This is an optimization exercise on Yosys and OpenROAD, whose aim is small area, a short achievable clock period and few clock cycles, not a production implementation. RTL that was checked went through simulation tests only; none was proved equivalent to the original.

==> tundra: inputs <==
==> flow/design.v <==
module BCDUnitAdder (input  [3:0] A,
                     input  [3:0] B,
                     input        Cin,
                     output [3:0] Sum,
                     output       Carry);
    wire [4:0] bin = A + B + Cin;
    assign Carry = (bin > 5'd9);
    assign Sum   = Carry ? (bin[3:0] + 4'd6) : bin[3:0];
endmodule
module BCDAdder #(parameter SIZE = 8)
                 (input [SIZE*4-1:0] A,
                  input [SIZE*4-1:0] B,
                  output [SIZE*4-1:0] Answer);
    wire [SIZE-1:0] carry;
    genvar i;
    BCDUnitAdder A0(
        .A(A[3:0]),
        .B(B[3:0]),
        .Cin(0),
        .Sum(Answer[3:0]),
        .Carry(carry[0])
    );
    for (i=1;i<SIZE;i=i+1)begin
        BCDUnitAdder unit(
        .A(A[4*i+:4]),
        .B(B[4*i+:4]),
        .Cin(carry[i-1]),
        .Sum(Answer[4*i+:4]),
        .Carry(carry[i])
    );
    end
endmodule
module md5_s1 (
    input  [3:0]  fs,
    input  [1:0]  fine,
    input  [31:0] P,
    input  [31:0] B,
    input  [31:0] C,
    input  [31:0] D,
    output [31:0] S
);
    wire [31:0] F = ({32{fs[0]}} & ((B & C) | (~B & D)))
                  | ({32{fs[1]}} & ((D & B) | (~D & C)))
                  | ({32{fs[2]}} & (B ^ C ^ D))
                  | ({32{fs[3]}} & (C ^ (B | ~D)));
    wire [31:0] T;
    add32 add (.x(P), .y(F), .s(T));
    reg [31:0] t1;
    always @(*) begin
        case (fine)
            2'd0: t1 = {T[27:0], T[31:28]};
            2'd1: t1 = {T[26:0], T[31:27]};
            2'd2: t1 = {T[25:0], T[31:26]};
            default: t1 = {T[24:0], T[31:25]};
        endcase
    end
    assign S = t1;
endmodule
module md5_s2 (
    input  [3:0]  coarse,    
    input  [31:0] S,
    input  [31:0] B,
    output [31:0] Q
);
    wire [31:0] t2 = ({32{coarse[0]}} & S)
                   | ({32{coarse[1]}} & {S[26:0], S[31:27]})
                   | ({32{coarse[2]}} & {S[21:0], S[31:22]})
                   | ({32{coarse[3]}} & {S[15:0], S[31:16]});
    add32 add (.x(B), .y(t2), .s(Q));
endmodule
module md5_tab (
    input  [5:0]  r,
    output [31:0] kw2,
    output [1:0]  fine
);
    localparam [2047:0] KW2 = 2048'h18f7e786079ad4a8eb86d3912ad7d33bbd3af235f7537e824e0811a1a3014314fe2ce6e06fa87e4fb5b48e01ffeff47d8f0ccc92655b59c3fc93a039ab9423e7432aff9724595274c4ac56e51fa27cf8e6db99e5d9d4d03904881d05d4ef30851ad1582a289b7ec6bebfbc70f6bb4b604bdecfa9d4ef1a74fde5384c6d9d61228771f681fffa39428d2a4c8a676f02d9fcefa478a9e3e905455a14edf4d50d87c337081621e1cde6e7d3fbc8d8a1e68102441453d62f105d19e6f7da265e5a51c040b340264e559249b40821a67943cefd9871936b901122895cd7beffff5bb18b44f7af698098d8fd469501a83046134787c62af57c0fafc1bdceee2420715b;
    localparam [127:0] FR = 128'b01010110010101100101011001010110111010001110100011101000111010000000000100000001000000010000000110111111101111111011111110111111;
    assign kw2 = KW2[32*r +: 32];
    assign fine = FR[2*r +: 2];
endmodule
module add32 (
    input  [31:0] x,
    input  [31:0] y,
    output [31:0] s
);
    reg [31:0] G, P;
    integer i, l, d;
    always @(*) begin
        G = x & y;
        P = x ^ y;
        for (l = 0; l < 5; l = l + 1) begin
            d = 1 << l;
            for (i = 0; i < 32; i = i + 1)
                if (((i + 1) % (2 * d)) == 0) begin
                    G[i] = G[i] | (P[i] & G[i - d]);
                    P[i] = P[i] & P[i - d];
                end
        end
        for (l = 3; l >= 0; l = l - 1) begin
            d = 1 << l;
            for (i = 0; i < 32; i = i + 1)
                if (((i + 1) % (2 * d)) == d && i >= 2 * d) begin
                    G[i] = G[i] | (P[i] & G[i - d]);
                    P[i] = P[i] & P[i - d];
                end
        end
    end
    assign s = (x ^ y) ^ {G[30:0], 1'b0};
endmodule
module crack_partial(
    input clk,
    input rst_n,
    input [31:0]lower_bound,
    input [31:0]upper_bound,
    input [127:0]hash_answer,
    output [31:0]answer,
    output reg answer_found,
    output reg done);
    localparam [31:0] H0 = 32'h67452301;
    localparam [31:0] H1 = 32'hefcdab89;
    localparam [31:0] H2 = 32'h98badcfe;
    localparam [31:0] H3 = 32'h10325476;
    localparam [31:0] KW0 = 32'h6edff7a9;
    localparam [31:0] KW1 = 32'h18f7e786;
    function sum_eq;
        input [31:0] x, y, z;
        reg [32:0] c;
        integer k;
        begin
            c[0] = 1'b0;
            for (k = 0; k < 32; k = k + 1)
                c[k+1] = (x[k] & y[k]) | ((x[k] ^ y[k]) & ~z[k]);
            sum_eq = &(~(x ^ y ^ z ^ c[31:0]));
        end
    endfunction
    function [31:0] bswap;
        input [31:0] x;
        bswap = {x[7:0], x[15:8], x[23:16], x[31:24]};
    endfunction
    function [31:0] bcd_inc;
        input [31:0] x;
        reg cy;
        integer k;
        begin
            cy = 1'b1;
            for (k = 0; k < 8; k = k + 1) begin
                if (cy) bcd_inc[4*k +: 4] = (x[4*k +: 4] == 4'd9) ? 4'd0 : x[4*k +: 4] + 4'd1;
                else    bcd_inc[4*k +: 4] = x[4*k +: 4];
                cy = cy & (x[4*k +: 4] == 4'd9);
            end
        end
    endfunction
    function [31:0] w0d;
        input [31:0] x;
        w0d = {4'd0, x[19:16], 4'd0, x[23:20], 4'd0, x[27:24], 4'd0, x[31:28]};
    endfunction
    function [31:0] w1d;
        input [31:0] x;
        w1d = {4'd0, x[3:0], 4'd0, x[7:4], 4'd0, x[11:8], 4'd0, x[15:12]};
    endfunction
    reg [31:0] aP, aB, aC, aD;   
    reg [31:0] akw;              
    reg [1:0]  awsel;            
    reg [5:0]  ar;               
    reg [3:0]  afs;              
    reg [31:0] acand;            
    reg        arun, apend, avfy, avm;
    reg [31:0] kP, kB, kC;       
    reg [31:0] S;                
    reg [5:0]  kr;
    reg [3:0]  kco;              
    reg [31:0] kcand;
    reg        krun, kpend, kvfy, kvm;
    reg        km;               
    reg [31:0] nx;               
    reg [31:0] ub;               
    reg [31:0] ans;              
    reg        pre;              
    reg [31:0] hsel;             
    wire [31:0] kw2_unused;
    wire [1:0]  fine_n;
    md5_tab tab1 (.r(ar), .kw2(kw2_unused), .fine(fine_n));
    wire [31:0] S_n;
    md5_s1 s1 (.fs(afs), .fine(fine_n), .P(aP), .B(aB), .C(aC), .D(aD), .S(S_n));
    wire [31:0] wd = awsel[0] ? w0d(acand) : awsel[1] ? w1d(acand) : 32'd0;
    wire [31:0] ps = aD ^ akw ^ wd;
    wire [31:0] pc = (aD & akw) | (aD & wd) | (akw & wd);
    wire [31:0] P_n;
    add32 padd (.x(ps), .y({pc[30:0], 1'b0}), .s(P_n));
    reg [31:0] hc;
    always @(*) begin
        case (ar[1:0])
            2'd1: hc = H0;
            2'd2: hc = H3;
            2'd3: hc = H2;
            default: hc = H1;
        endcase
    end
    wire m_n = sum_eq(aB, hc, hsel);
    wire [31:0] Q;
    md5_s2 s2 (.coarse(kco), .S(S), .B(kB), .Q(Q));
    wire [31:0] kw2_n;
    wire [1:0]  fine_unused;
    md5_tab tab2 (.r(kr), .kw2(kw2_n), .fine(fine_unused));
    wire chk61   = krun & ~kvfy & (kr == 6'd61);
    wire fin     = krun & kvfy & (kr == 6'd0);
    wire fail    = (chk61 & ~km) | (fin & ~(kvm & km));
    wire hit     = fin & kvm & km;
    wire need    = fail | kpend;
    wire exh     = nx > ub;
    wire restart = need & ~exh & ~done & ~pre;
    wire a_alive = restart | (krun & ~need) | (kpend & pre);
    wire k_alive = arun | apend;
    wire [5:0] r1 = kr + 6'd1;
    reg  [3:0] fs_n;
    always @(*) begin
        case (r1[5:4])
            2'd0: fs_n = 4'b0001;
            2'd1: fs_n = 4'b0010;
            2'd2: fs_n = 4'b0100;
            default: fs_n = 4'b1000;
        endcase
    end
    wire [1:0] wsel_n = {kr == 6'd14 || kr == 6'd34 || kr == 6'd53,
                         kr == 6'd17 || kr == 6'd39 || kr == 6'd46};
    always @(posedge clk) begin
        S <= S_n;
        kP <= P_n;
        kB <= aB;
        kC <= aC;
        kr <= ar;
        kco <= 4'b0001 << ar[1:0];
        kvfy <= avfy;
        kvm <= avm;
        km <= m_n;
        ub <= upper_bound;
        case (kr[1:0])
            2'd0: hsel <= bswap(hash_answer[127:96]);
            2'd1: hsel <= bswap(hash_answer[31:0]);
            2'd2: hsel <= bswap(hash_answer[63:32]);
            default: hsel <= bswap(hash_answer[95:64]);
        endcase
        if (restart) begin
            aP <= KW0 + w0d(nx);
            aB <= H1;
            aC <= H2;
            aD <= H3;
            ar <= 6'd0;
            afs <= 4'b0001;
            akw <= KW1;
            awsel <= 2'b10;
            avfy <= 1'b0;
        end else begin
            aP <= kP;
            aB <= Q;
            aC <= kB;
            aD <= kC;
            ar <= r1;
            afs <= fs_n;
            akw <= kw2_n;
            awsel <= wsel_n;
            avfy <= kvfy | chk61;
        end
        avm <= (kr == 6'd62) ? km : (kvm & km);
        acand <= restart ? nx : kcand;
        kcand <= acand;
    end
    always @(posedge clk) begin
        pre <= ~rst_n;
        ans <= (hit & ~done) ? kcand : nx;
        if (!rst_n) begin
            arun <= 1'b0;
            krun <= 1'b0;
            apend <= 1'b1;
            kpend <= 1'b1;
            done <= 1'b0;
            answer_found <= 1'b0;
        end else begin
            if (pre) nx <= lower_bound;
            else if (restart) nx <= bcd_inc(nx);
            else if (hit & ~done) nx <= kcand;
            arun <= a_alive;
            apend <= kpend & pre;    
            krun <= arun;
            kpend <= apend;
            if (!done) begin
                done <= hit | (~a_alive & ~k_alive);
                answer_found <= hit;
            end
        end
    end
    assign answer = ans;
endmodule
==> flow/flow/run.sh <==
#!/bin/bash
# Layout flow: the standard flow, with repair_timing aiming for a larger
# setup slack than the flow settings allow, so that the resizer speeds up the
# design beyond the clock period (which stays the design's).
set -euo pipefail
MARGIN=$(cat flow/margin.txt)
bash standard.sh synth > synth.log 2>&1
sed "s/\"\\\${@:-finish}\"/SETUP_SLACK_MARGIN=${MARGIN} \"\${@:-finish}\"/" standard.sh > standard_margin.sh
grep -q "SETUP_SLACK_MARGIN=${MARGIN}" standard_margin.sh
bash standard_margin.sh finish > layout.log 2>&1
==> flow/flow/margin.txt <==
8.6
==> flow/standard.sh <==
#!/bin/bash
# synth_recipe.tcl (not shown) runs the flow's synth.tcl, then flattens the netlist and writes it again
# the make line also repeats each setting of config.mk as NAME=value (left out here)
make -C /OpenROAD-flow-scripts/flow DESIGN_CONFIG=/design/flow/config.mk WORK_HOME=/design/flow/orfs CLKGATE_MAP_FILE= SYNTH_SCRIPT=/design/flow/synth_recipe.tcl "${@:-finish}"
==> flow/config.mk <==
export PLATFORM = sky130hd
export DESIGN_NAME = crack_partial
export DESIGN_NICKNAME = crack_partial
export VERILOG_FILES = /design/flow/design.v
export SDC_FILE = /design/flow/constraint.sdc
export NUM_CORES = 4
export LEC_CHECK = 0
export ABC_AREA = 1
export CAP_MARGIN = 20
export CORE_MARGIN = 2
export CORE_UTILIZATION = 40
export CTS_CLUSTER_DIAMETER = 150
export CTS_CLUSTER_SIZE = 25
export SLEW_MARGIN = 20
==> flow/constraint.sdc <==
create_clock -name core_clock -period 12.0 [get_ports {clk}]
set_input_delay 2.4000 -clock core_clock [delete_from_list [all_inputs] [get_ports {clk}]]
set_output_delay 2.4000 -clock core_clock [all_outputs]
set_load 0.01 [all_outputs]
==> zinc: changes against tundra <==
--- a/flow/design.v
+++ b/flow/design.v
@@ -175,6 +175,4 @@
     reg [31:0] nx;               
     reg [31:0] ub;               
-    reg [31:0] ans;              
-    reg        pre;              
     reg [31:0] hsel;             
     wire [31:0] kw2_unused;
@@ -209,6 +207,6 @@
     wire need    = fail | kpend;
     wire exh     = nx > ub;
-    wire restart = need & ~exh & ~done & ~pre;
-    wire a_alive = restart | (krun & ~need) | (kpend & pre);
+    wire restart = need & ~exh & ~done;
+    wire a_alive = restart | (krun & ~need);
     wire k_alive = arun | apend;
     wire [5:0] r1 = kr + 6'd1;
@@ -267,7 +265,6 @@
     end
     always @(posedge clk) begin
-        pre <= ~rst_n;
-        ans <= (hit & ~done) ? kcand : nx;
         if (!rst_n) begin
+            nx <= lower_bound;
             arun <= 1'b0;
             krun <= 1'b0;
@@ -277,9 +274,8 @@
             answer_found <= 1'b0;
         end else begin
-            if (pre) nx <= lower_bound;
-            else if (restart) nx <= bcd_inc(nx);
+            if (restart) nx <= bcd_inc(nx);
             else if (hit & ~done) nx <= kcand;
             arun <= a_alive;
-            apend <= kpend & pre;    
+            apend <= 1'b0;
             krun <= arun;
             kpend <= apend;
@@ -290,4 +286,4 @@
         end
     end
-    assign answer = ans;
-endmodule
+    assign answer = nx;
+endmodule
==> flow/flow/margin.txt (replaced) <==
8.0
--- a/flow/config.mk
+++ b/flow/config.mk
@@ -10,5 +10,3 @@
 export CORE_MARGIN = 2
 export CORE_UTILIZATION = 40
-export CTS_CLUSTER_DIAMETER = 150
-export CTS_CLUSTER_SIZE = 25
 export SLEW_MARGIN = 20
==> impl_metrics.json <==
{
  "cts_sinks": 481,
  "hpwl_um": 67000,
  "worst_reg_to_reg_cells": 19,
  "n_sequential_cell": 481,
  "clock_power_share": 0.151,
  "buffers": 302,
  "run_status": "complete, no violations",
  "standard_cell_rows": 94,
  "firstDrtPassIters": 8,
  "cpLargestDelayFamily": "buffers and inverters"
}
That was zinc.
==> impl_metrics.json <==
{
  "run_status": "complete, no violations",
  "grt_start_max_net_pins": 82,
  "worst_reg_to_reg_cells": 23,
  "clock_power_share": 0.081,
  "cts.root.buffer_cell": "clkbuf_16",
  "n_sequential_cell": 514,
  "firstDrtPassIters": 6,
  "cts_sinks": 514,
  "cpLargestDelayFamily": "simple AND/OR/NAND/NOR gates",
  "insertedDiodeCount": 0,
  "vertical_die_dimension_um": 267
}
That was tundra.
Testbench counts of zinc, summed over its fixed seeds: cycles 82,876.
Function not checked in tundra: the RTL went through the layout flow alone.

==> static timing again, ports no longer ideal <==
In the flow no input, the clock included, has a driving cell. The finished layouts below were timed again as built, in two steps. Step 1: set_driving_cell puts a clkbuf_16 on clk and a buf_2 on each other input, an assumption about the parent block. Step 2 moves the port delays by t, midway between the first and last clock arrival at a register: inputs arrive t later, outputs are due t later. That takes back most of the time a late clock gives input paths. Three values: ideal, step 1, step 2; two values: the first two.
| run | t, ns | slack for setup (ns) | slew at the worst register clock pin (ns) |
|---|---|---|---|
| tundra | 0.647 | 8.426 / 8.426 / 8.309 | 0.11 / 0.11 |
| zinc | 0.684 | 8.042 / 7.979 / 7.676 | 0.07 / 0.07 |
After both steps setup and hold are still met in every run listed. For zinc, which loses most, drivers alone change the setup slack by -0.063 ns; drivers and shift together by -0.366 ns.
